Source: an optimization exercise on an open RTL-to-GDS flow (aim: small area). Production flows keep margins and buffers that such runs may drop.
In this exercise RTL edits were held to simulation tests only and were not proved equivalent to the original.
No activity file was given, so power comes from the tool's default toggle rates.

==> inputs of trial 77 <==
// Snake404
module Snake404
(
input [1:0] KEY ,  
input clockInp,  
input reset,  
output [47:0] HEX,  
output [9:0] LED  
);
function [2:0] jinc; input [2:0] j; jinc = {j[1], j[0], ~j[2]}; endfunction
function [2:0] jdec; input [2:0] j; jdec = {~j[0], j[2], j[1]}; endfunction
function [5:0] step_pos;
    input [5:0] p;
    input [2:0] c;
    reg [2:0] cp, s;
    reg up, dn;  
    begin
        cp = p[2:0];
        s = cp; up = 1'b0; dn = 1'b0;
        if (c[2]) begin  
            if (cp == 3'd1) s = 3'd2;
            else if (cp == 3'd2) s = 3'd1;
            else if (cp == 3'd4) s = 3'd5;
            else if (cp == 3'd5) s = 3'd4;
            else if (cp == 3'd3) s = c[1] ? (c[0] ? 3'd1 : 3'd2) : (c[0] ? 3'd4 : 3'd5);
            else s = c[1] ? (c[0] ? 3'd2 : 3'd1) : (c[0] ? 3'd5 : 3'd4);  
        end
        else if (cp == 3'd0 || cp == 3'd3 || cp == 3'd6) begin
            up = !c[1]; dn = c[1];
        end
        else if (cp == 3'd1 || cp == 3'd2) begin
            s = c[0] ? (cp == 3'd1 ? 3'd0 : 3'd3) : (cp == 3'd1 ? 3'd3 : 3'd6);
            dn = c[1];
        end
        else begin  
            s = c[0] ? (cp == 3'd4 ? 3'd0 : 3'd3) : (cp == 3'd4 ? 3'd3 : 3'd6);
            up = !c[1];
        end
        step_pos[2:0] = s;
        step_pos[5:3] = up ? jinc(p[5:3]) : dn ? jdec(p[5:3]) : p[5:3];
    end
endfunction
function [2:0] cand_code;
    input [2:0] cp;
    input [2:0] k;
    begin
        if (cp == 3'd0 || cp == 3'd3 || cp == 3'd6)
            cand_code = k[2] ? {1'b0, k[0], 1'b0} : {1'b1, k[1:0]};
        else
            cand_code = (k == 3'd0) ? 3'b100 : {1'b0, 2'(k - 3'd1)};
    end
endfunction
  ...
Settings: LEC_CHECK=0, CAP_MARGIN=20, CORE_MARGIN=2, CORE_UTILIZATION=70, SLEW_MARGIN=20; clock period 100.0 ns.
standard.sh (not shown) runs the stock make flow with config.mk's settings and CLKGATE_MAP_FILE= SYNTH_SCRIPT=/design/flow/synth_recipe.tcl, a recipe that flattens the netlist after the stock synthesis.
==> flow/flow/run.sh <==
#!/bin/bash
# Own layout flow: the standard flow (standard.sh) with three changes.
#  1. Synthesis is the standard flow's own synthesis script, except that ABC maps the logic with the
#     area-oriented script flow/area.abc and Yosys does not extract half/full adders first.
#     (&deepsyn, a time-limited search, then area-oriented mapping.)
#     Registers are inferred and mapped exactly as in the standard synthesis (ABC only sees
#     the logic between them), so they keep their names and cell types.
#  2. Ports are buffered with the smallest buffer cell.
#  3. Clock tree synthesis uses clkbuf_8 buffers, clusters of at most 16 flip-flops and no dummy
#     loads (the standard settings build the tree from clkbuf_16 cells).
# Each tool's output goes to a log file in this folder (synth.log, layout.log) and ORFS's own
# logs under orfs/logs.
set -euo pipefail
W=$(pwd)
RES="$W/orfs/results/$FLOW_PLATFORM/Snake404/base"
ABC="$W/flow/area.abc"

# synth_recipe.tcl, with Yosys's abc command redirected to our script
{
  cat <<EOF
proc abc {args} {
  set out {}
  set skip 0
  foreach a \$args {
    if {\$skip} { set skip 0; continue }
    if {\$a eq "-script"} { set skip 1; continue }
    lappend out \$a
  }
  yosys abc -script $ABC {*}\$out
}
EOF
  cat "$W/synth_recipe.tcl"
} > "$W/own_synth.tcl"

make -C "$FLOW_HOME" DESIGN_CONFIG="$W/config.mk" WORK_HOME="$W/orfs" CLKGATE_MAP_FILE= \
  SYNTH_SCRIPT="$W/own_synth.tcl" ADDER_MAP_FILE= "$RES/1_2_yosys.v" > "$W/synth.log" 2>&1

CTS="-sink_clustering_enable -sink_clustering_size 16 -sink_clustering_max_diameter 60"
CTS="$CTS -buf_list sky130_fd_sc_hd__clkbuf_8 -root_buf sky130_fd_sc_hd__clkbuf_8 -dont_use_dummy_load -repair_clock_nets"
bash "$W/standard.sh" "BUFFER_PORTS_ARGS=-buffer_cell sky130_fd_sc_hd__buf_1" "CTS_ARGS=$CTS" finish \
  > "$W/layout.log" 2>&1
==> flow/flow/area.abc <==
strash; &get -n; &deepsyn -T 300; &put; &get -n; &dch -f; &nf -a -R 1000; &put; topo; dnsize -c
==> build 79 (differences from trial 77) <==
--- a/flow/design.v
+++ b/flow/design.v
@@ -52,11 +52,11 @@
 localparam [47:0] MSG_COOL = 48'b111111111000111010001000100010001000111111111111;
 localparam [47:0] MSG_LOSE = 48'b100010011111111110001111100010001010001010000110;
 reg [47:0] hq;       
 reg [4:0] cnt;       
 reg mclk;            
-reg [3:0] lvl;       
+reg [3:0] nl;        
 reg [4:0] c5;        
 reg eg;              
 reg pressed, applied;
 reg [2:0] dhv;       
 reg [5:0] apple;
@@ -82,20 +82,20 @@
     end
     else begin : seg
         assign HEX[g] = hq[g];
     end
 end endgenerate
-wire [3:0] nled = lvl + {3'b0, c5[3] & !eg};
+wire ledu = c5[3] & !eg;                  
 generate for (g = 0; g < 10; g = g + 1) begin : gl
-    assign LED[g] = (nled > g);
+    assign LED[g] = (nl > g);
 end endgenerate
 wire ph_h = (kH == 5'd0);
 wire ph_t = (kT == 5'd0);
 wire [2:0] code = ph_h ? pend : ring[29];
 wire idle = (wst == 2'd0);
 wire w_start = (wst == 2'd1) && ph_t;
-wire [5:0] sx = idle ? headpos : (w_start ? tail : wpos);
+wire [5:0] sx = idle ? headpos : wpos;    
 wire [2:0] sc = idle ? dhv : code;
 wire [5:0] sy = step_pos(sx, sc);
 wire [5:0] np = sy;
 wire [5:0] cin = sy;
 wire [2:0] hj = headpos[5:3], cj = cin[5:3], hs = headpos[2:0], cs = cin[2:0];
@@ -103,11 +103,11 @@
 wire [5:0] match;
 generate for (g = 0; g < 6; g = g + 1) begin : mt
     wire [5:0] t = step_pos({3'b000, hs}, cand_code(hs, g));    
     assign match[g] = (cs == t[2:0]) && ((t[5:3] == 3'b000) ? e0 : (t[5:3] == 3'b001) ? ep : em);
 end endgenerate
-wire wrap = cnt[4] & cnt[1] & cnt[0];    
+wire wrap = ledu ? (cnt[4] & cnt[2]) : (cnt[4] & cnt[1] & cnt[0]);    
 wire stp = wrap && mclk;
 wire mv = !eg && c5[2];                   
 wire egend = c5[4] & c5[2];               
 wire typeA = (headpos[2:0] == 3'd0) || (headpos[2:0] == 3'd3) || (headpos[2:0] == 3'd6);
 reg [2:0] nslot;
@@ -130,16 +130,16 @@
         lslot = 2'd0;
     end
 end
 wire crash = tf[nslot] || (pT && np == 6'd0) || (sf[rslot] && sf[lslot]);
 wire eat = (apple == np);
-wire win = eat && (lc == 3'd4) && !(lvl[3] && lvl[1]);   
+wire win = eat && (lc == 3'd4) && !(nl[3] && nl[1] && nl[0]);   
 function [4:0] inc30; input [4:0] x; inc30 = (x == 5'd29) ? 5'd0 : x + 5'd1; endfunction
 wire moved = stp && mv && !crash;             
 wire [5:0] apple_n = (apple[2:0] == 3'd0) ? {~apple[5:3], 3'd6}
                                          : {~jinc(apple[5:3]), apple[2:0] - 3'd1};
-wire [3:0] lvl_n = (stp && mv) ? (crash ? 4'd0 : (win ? lvl + 4'd1 : lvl)) : lvl;
+wire [3:0] nl_n = (stp && !eg) ? ((mv && crash) ? 4'd0 : (ledu ? nl : nl + 4'd1)) : nl;
 function [5:0] dig1h; input [2:0] j;
     dig1h = {j[2] & ~j[1], j[1] & ~j[0], j[2] & j[0], j[1] & ~j[2], ~j[1] & j[0], ~j[2] & ~j[0]};
 endfunction
 wire [5:0] dA = dig1h(apple[5:3]), dT = dig1h(tail[5:3]), dN = dig1h(np[5:3]);
 wire [7:0] sA = 8'd1 << apple[2:0], sT = 8'd1 << tail[2:0], sN = 8'd1 << np[2:0];
@@ -163,12 +163,16 @@
     wire s1 = f1[{MSG_LOSE[g], MSG_COOL[g]}] | (t & ~h);
     wire s0 = f0[{MSG_LOSE[g], MSG_COOL[g]}] | h;
     wire u = s1 | (hq[g] & ~s0);
     assign hn[g] = (a & ~hq[g]) | (~a & u);
 end endgenerate
+wire [5:0] tail_n = (reset || (stp && mv && crash)) ? 6'd0 :
+                    (stp && mv && win) ? np :
+                    (w_start && adv) ? sy : tail;
 always @(posedge clockInp) begin
-    wpos <= (w_start && !adv) ? tail : sy;
+    wpos <= (!wst[1] && !(w_start && adv)) ? tail_n : sy;
+    tail <= tail_n;
     tf <= w_start ? 6'd0 : (tf | (match & {6{wst[1]}}));
     pT <= w_start ? 1'b0 : (pT | (wst == 2'd3 && ph == 5'd0));
     sf <= w_start ? 4'd0 : (sf | (match[3:0] & {4{wst == 2'd3}}));
 end
 always @(posedge clockInp) begin
@@ -179,20 +183,19 @@
         ph <= 0;
         kH <= 0;
         kT <= 0;
         cnt <= 0;
         mclk <= 0;
-        lvl <= 0;
+        nl <= 0;
         c5 <= 0;
         eg <= 0;
         pressed <= 0;
         applied <= 0;
         dhv <= 0;
         apple <= 0;
         lc <= 0;
         headpos <= 0;
-        tail <= 0;
         adv <= 0;
         wst <= 2'd1;
     end
     else begin
         ph <= inc30(ph);
@@ -216,19 +219,19 @@
             pressed <= p1;
             applied <= a1;
         end
         case (wst)
             2'd1: if (ph_t) begin
-                if (adv) tail <= sy;
                 adv <= 0;
                 wst <= ph_h ? 2'd0 : 2'd2;
             end
             2'd2: wst <= ph_h ? 2'd0 : 2'd3;
             2'd3: wst <= ph_h ? 2'd0 : 2'd3;
             default: ;
         endcase
-        cnt <= wrap ? {1'b0, lvl_n} : cnt + 5'd1;
+        cnt <= wrap ? {1'b0, nl_n} : cnt + 5'd1;
+        nl <= nl_n;
         if (wrap) mclk <= ~mclk;
         if (stp) begin
             if (eg) begin
                 c5 <= egend ? 5'd0 : c5 + 5'd1;
                 if (egend) eg <= 0;
@@ -239,29 +242,25 @@
                     wst <= 2'd1;
                     if (crash) begin
                         eg <= 1;
                         apple <= 0;
                         lc <= 0;
-                        lvl <= 0;
                         c5 <= 0;
                         headpos <= 0;
-                        tail <= 0;
                         adv <= 0;
                     end
                     else begin
                         headpos <= np;
                         pend <= dhv;
                         if (eat) begin
                             apple <= apple_n;
                             lc <= lc + 3'd1;
                         end
                         if (win) begin
-                            lvl <= lvl + 4'd1;
                             lc <= 0;
                             c5 <= 0;
                             eg <= 1;
-                            tail <= np;
                             adv <= 0;
                         end
                         else if (eat) adv <= 0;
                         else begin
                             adv <= 1;
==> trial 95 (differences from trial 77) <==
--- a/flow/design.v
+++ b/flow/design.v
@@ -40,23 +40,25 @@
     end
 endfunction
 function [2:0] cand_code;
     input [2:0] cp;
     input [2:0] k;
+    reg [2:0] km1;
     begin
+        km1 = k - 3'd1;
         if (cp == 3'd0 || cp == 3'd3 || cp == 3'd6)
             cand_code = k[2] ? {1'b0, k[0], 1'b0} : {1'b1, k[1:0]};
         else
-            cand_code = (k == 3'd0) ? 3'b100 : {1'b0, 2'(k - 3'd1)};
+            cand_code = (k == 3'd0) ? 3'b100 : {1'b0, km1[1:0]};
     end
 endfunction
 localparam [47:0] MSG_COOL = 48'b111111111000111010001000100010001000111111111111;
 localparam [47:0] MSG_LOSE = 48'b100010011111111110001111100010001010001010000110;
 reg [47:0] hq;       
 reg [4:0] cnt;       
 reg mclk;            
-reg [3:0] lvl;       
+reg [3:0] nl;        
 reg [4:0] c5;        
 reg eg;              
 reg pressed, applied;
 reg [2:0] dhv;       
 reg [5:0] apple;
@@ -82,20 +84,20 @@
     end
     else begin : seg
         assign HEX[g] = hq[g];
     end
 end endgenerate
-wire [3:0] nled = lvl + {3'b0, c5[3] & !eg};
+wire ledu = c5[3] & !eg;                  
 generate for (g = 0; g < 10; g = g + 1) begin : gl
-    assign LED[g] = (nled > g);
+    assign LED[g] = (nl > g);
 end endgenerate
 wire ph_h = (kH == 5'd0);
 wire ph_t = (kT == 5'd0);
 wire [2:0] code = ph_h ? pend : ring[29];
 wire idle = (wst == 2'd0);
 wire w_start = (wst == 2'd1) && ph_t;
-wire [5:0] sx = idle ? headpos : (w_start ? tail : wpos);
+wire [5:0] sx = idle ? headpos : wpos;    
 wire [2:0] sc = idle ? dhv : code;
 wire [5:0] sy = step_pos(sx, sc);
 wire [5:0] np = sy;
 wire [5:0] cin = sy;
 wire [2:0] hj = headpos[5:3], cj = cin[5:3], hs = headpos[2:0], cs = cin[2:0];
@@ -103,11 +105,14 @@
 wire [5:0] match;
 generate for (g = 0; g < 6; g = g + 1) begin : mt
     wire [5:0] t = step_pos({3'b000, hs}, cand_code(hs, g));    
     assign match[g] = (cs == t[2:0]) && ((t[5:3] == 3'b000) ? e0 : (t[5:3] == 3'b001) ? ep : em);
 end endgenerate
-wire wrap = cnt[4] & cnt[1] & cnt[0];    
+wire wrap = ledu ? (cnt[4] & cnt[2]) : (cnt[4] & cnt[1] & cnt[0]);    
+wire keys_up = KEY[0] & KEY[1];
+wire a1 = !wrap && applied;
+wire take = !keys_up && !pressed && !a1;    
 wire stp = wrap && mclk;
 wire mv = !eg && c5[2];                   
 wire egend = c5[4] & c5[2];               
 wire typeA = (headpos[2:0] == 3'd0) || (headpos[2:0] == 3'd3) || (headpos[2:0] == 3'd6);
 reg [2:0] nslot;
@@ -130,16 +135,16 @@
         lslot = 2'd0;
     end
 end
 wire crash = tf[nslot] || (pT && np == 6'd0) || (sf[rslot] && sf[lslot]);
 wire eat = (apple == np);
-wire win = eat && (lc == 3'd4) && !(lvl[3] && lvl[1]);   
+wire win = eat && (lc[1] && !lc[0]) && !(nl[3] && nl[1] && nl[0]);   
 function [4:0] inc30; input [4:0] x; inc30 = (x == 5'd29) ? 5'd0 : x + 5'd1; endfunction
 wire moved = stp && mv && !crash;             
 wire [5:0] apple_n = (apple[2:0] == 3'd0) ? {~apple[5:3], 3'd6}
                                          : {~jinc(apple[5:3]), apple[2:0] - 3'd1};
-wire [3:0] lvl_n = (stp && mv) ? (crash ? 4'd0 : (win ? lvl + 4'd1 : lvl)) : lvl;
+wire [3:0] nl_n = (stp && !eg) ? ((mv && crash) ? 4'd0 : (ledu ? nl : nl + 4'd1)) : nl;
 function [5:0] dig1h; input [2:0] j;
     dig1h = {j[2] & ~j[1], j[1] & ~j[0], j[2] & j[0], j[1] & ~j[2], ~j[1] & j[0], ~j[2] & ~j[0]};
 endfunction
 wire [5:0] dA = dig1h(apple[5:3]), dT = dig1h(tail[5:3]), dN = dig1h(np[5:3]);
 wire [7:0] sA = 8'd1 << apple[2:0], sT = 8'd1 << tail[2:0], sN = 8'd1 << np[2:0];
@@ -158,17 +163,19 @@
 wire [47:0] hn;
 generate for (g = 0; g < 48; g = g + 1) begin : hb
     wire a = APPLES[g] & dAt[g/8] & sA[g%8];
     wire t = dTn[g/8] & sT[g%8];
     wire h = dNn[g/8] & sN[g%8];
-    wire s1 = f1[{MSG_LOSE[g], MSG_COOL[g]}] | (t & ~h);
-    wire s0 = f0[{MSG_LOSE[g], MSG_COOL[g]}] | h;
-    wire u = s1 | (hq[g] & ~s0);
+    wire u = f1[{MSG_LOSE[g], MSG_COOL[g]}] | (~h & (t | (hq[g] & ~f0[{MSG_LOSE[g], MSG_COOL[g]}])));
     assign hn[g] = (a & ~hq[g]) | (~a & u);
 end endgenerate
+wire [5:0] tail_n = (reset || (stp && mv && crash)) ? 6'd0 :
+                    (stp && mv && win) ? np :
+                    (w_start && adv) ? sy : tail;
 always @(posedge clockInp) begin
-    wpos <= (w_start && !adv) ? tail : sy;
+    wpos <= (!wst[1] && !(w_start && adv)) ? tail_n : sy;
+    tail <= tail_n;
     tf <= w_start ? 6'd0 : (tf | (match & {6{wst[1]}}));
     pT <= w_start ? 1'b0 : (pT | (wst == 2'd3 && ph == 5'd0));
     sf <= w_start ? 4'd0 : (sf | (match[3:0] & {4{wst == 2'd3}}));
 end
 always @(posedge clockInp) begin
@@ -179,56 +186,41 @@
         ph <= 0;
         kH <= 0;
         kT <= 0;
         cnt <= 0;
         mclk <= 0;
-        lvl <= 0;
+        nl <= 0;
         c5 <= 0;
         eg <= 0;
         pressed <= 0;
         applied <= 0;
         dhv <= 0;
         apple <= 0;
         lc <= 0;
         headpos <= 0;
-        tail <= 0;
         adv <= 0;
         wst <= 2'd1;
     end
     else begin
         ph <= inc30(ph);
         kH <= moved ? kH : inc30(kH);
         if (stp && mv && (crash || win)) kT <= moved ? kH : inc30(kH);    
         else if (!(moved && !eat)) kT <= inc30(kT);                       
-        begin : btn
-            reg a1, p1;
-            a1 = wrap ? 1'b0 : applied;
-            p1 = (KEY == 2'b11) ? 1'b0 : pressed;
-            if (!KEY[0] && !p1 && !a1) begin
-                p1 = 1; a1 = 1;
-                if (!dhv[2]) dhv <= {1'b1, dhv[1], ~dhv[1]};
-                else dhv <= {1'b0, dhv[0], dhv[0]};
-            end
-            else if (!KEY[1] && !p1 && !a1) begin
-                p1 = 1; a1 = 1;
-                if (!dhv[2]) dhv <= {1'b1, dhv[1], dhv[1]};
-                else dhv <= {1'b0, ~dhv[0], dhv[0]};
-            end
-            pressed <= p1;
-            applied <= a1;
-        end
+        pressed <= !keys_up && (pressed || !a1);
+        applied <= a1 || take;
+        if (take) dhv <= dhv[2] ? {1'b0, dhv[0] ^ KEY[0], dhv[0]} : {1'b1, dhv[1], dhv[1] ^ !KEY[0]};
         case (wst)
             2'd1: if (ph_t) begin
-                if (adv) tail <= sy;
                 adv <= 0;
                 wst <= ph_h ? 2'd0 : 2'd2;
             end
             2'd2: wst <= ph_h ? 2'd0 : 2'd3;
             2'd3: wst <= ph_h ? 2'd0 : 2'd3;
             default: ;
         endcase
-        cnt <= wrap ? {1'b0, lvl_n} : cnt + 5'd1;
+        cnt <= wrap ? {1'b0, nl_n} : cnt + 5'd1;
+        nl <= nl_n;
         if (wrap) mclk <= ~mclk;
         if (stp) begin
             if (eg) begin
                 c5 <= egend ? 5'd0 : c5 + 5'd1;
                 if (egend) eg <= 0;
@@ -239,29 +231,25 @@
                     wst <= 2'd1;
                     if (crash) begin
                         eg <= 1;
                         apple <= 0;
                         lc <= 0;
-                        lvl <= 0;
                         c5 <= 0;
                         headpos <= 0;
-                        tail <= 0;
                         adv <= 0;
                     end
                     else begin
                         headpos <= np;
                         pend <= dhv;
                         if (eat) begin
                             apple <= apple_n;
-                            lc <= lc + 3'd1;
+                            lc <= {lc[1], lc[0], ~lc[2]};    
                         end
                         if (win) begin
-                            lvl <= lvl + 4'd1;
                             lc <= 0;
                             c5 <= 0;
                             eg <= 1;
-                            tail <= np;
                             adv <= 0;
                         end
                         else if (eat) adv <= 0;
                         else begin
                             adv <= 1;
--- a/flow/flow/run.sh
+++ b/flow/flow/run.sh
@@ -1,10 +1,10 @@
 #!/bin/bash
 # Own layout flow: the standard flow (standard.sh) with three changes.
 #  1. Synthesis is the standard flow's own synthesis script, except that ABC maps the logic with the
 #     area-oriented script flow/area.abc and Yosys does not extract half/full adders first.
-#     (&deepsyn, a time-limited search, then area-oriented mapping.)
+#     (&deepsyn, stopped after 200 steps without improvement, then area-oriented mapping.)
 #     Registers are inferred and mapped exactly as in the standard synthesis (ABC only sees
 #     the logic between them), so they keep their names and cell types.
 #  2. Ports are buffered with the smallest buffer cell.
 #  3. Clock tree synthesis uses clkbuf_8 buffers, clusters of at most 16 flip-flops and no dummy
 #     loads (the standard settings build the tree from clkbuf_16 cells).
==> flow/flow/area.abc (replaced) <==
strash; &get -n; &deepsyn -J 200 -T 1500; &put; &get -n; &dch -f; &nf -a -R 1000; &put; topo; dnsize -c
==> qor summary <==
item	build 79	trial 95	trial 77
Wire length of the first global-routing pass	31.2 mm	30.2 mm	31.1 mm
Post-route worst hold slack	328 ps	301 ps	322 ps
Cell at the slowest stage of the critical path	sky130_fd_sc_hd__nor2_1	sky130_fd_sc_hd__nor4_2	sky130_fd_sc_hd__nor3_2
Sequential Power Share	0.549	0.538	0.515
Run status	finished clean	finished clean	finished clean
Sequential share of the synthesized area	0.562	0.569	0.567
Worst setup path endpoint	hq[27]	hq[6]	hq[37]
Clk power	0.0410 mW	0.0408 mW	0.0408 mW
VDD IR-drop max	0.0163 mV	0.0150 mV	0.0195 mV
Post-Route M1 WL	7.80 mm	7.73 mm	7.94 mm
FF-to-FF path depth	19	21	19
Static leakage	3.13 nW	3.00 nW	3.06 nW
Final instance count without filler cells	1023	989	993
Post-Route Utilization	0.770	0.785	0.786
Final RePlAce weighted congestion	0.953	0.912	0.917
Wire length on met2	8.87 mm	8.71 mm	9.04 mm
Die width	108 um	108 um	108 um
Final std cell area, no fill	8280 um^2	8140 um^2	8190 um^2
Starting Density	0.708	0.724	0.724
Multi-input gate area in the final layout	3240 um^2	3160 um^2	3190 um^2
Hold endpoint	ring[24][1]	ring[8][2]	ring[2][2]

[static timing again, ports no longer ideal]
The flow's constraints put no driver on any port. The routed layouts listed below were extracted and timed again, unchanged, in two steps. Step 1: set_driving_cell puts a clkbuf_16 on clockInp and a buf_2 on each other input, an assumption about the parent block. Step 2 also shifts input and output timing later by t, the mid clock arrival at the registers, as if the neighbouring blocks saw the same clock. Three values: ideal, step 1, step 2; two values: the first two.
run | t (ns) | slack for setup (ns) | hold slack, ns
trial 77 | 0.509 | 77.688 / 77.703 / 77.194 | 0.322 / 0.322 / 0.322
build 79 | 0.530 | 77.539 / 77.560 / 77.029 | 0.328 / 0.328 / 0.328
trial 95 | 0.509 | 77.310 / 77.323 / 76.814 | 0.301 / 0.301 / 0.301
After both steps setup and hold are still met in every run listed. The setup slack of build 79, which loses most, moves by +0.021 ns with the drivers and by -0.510 ns with both steps.
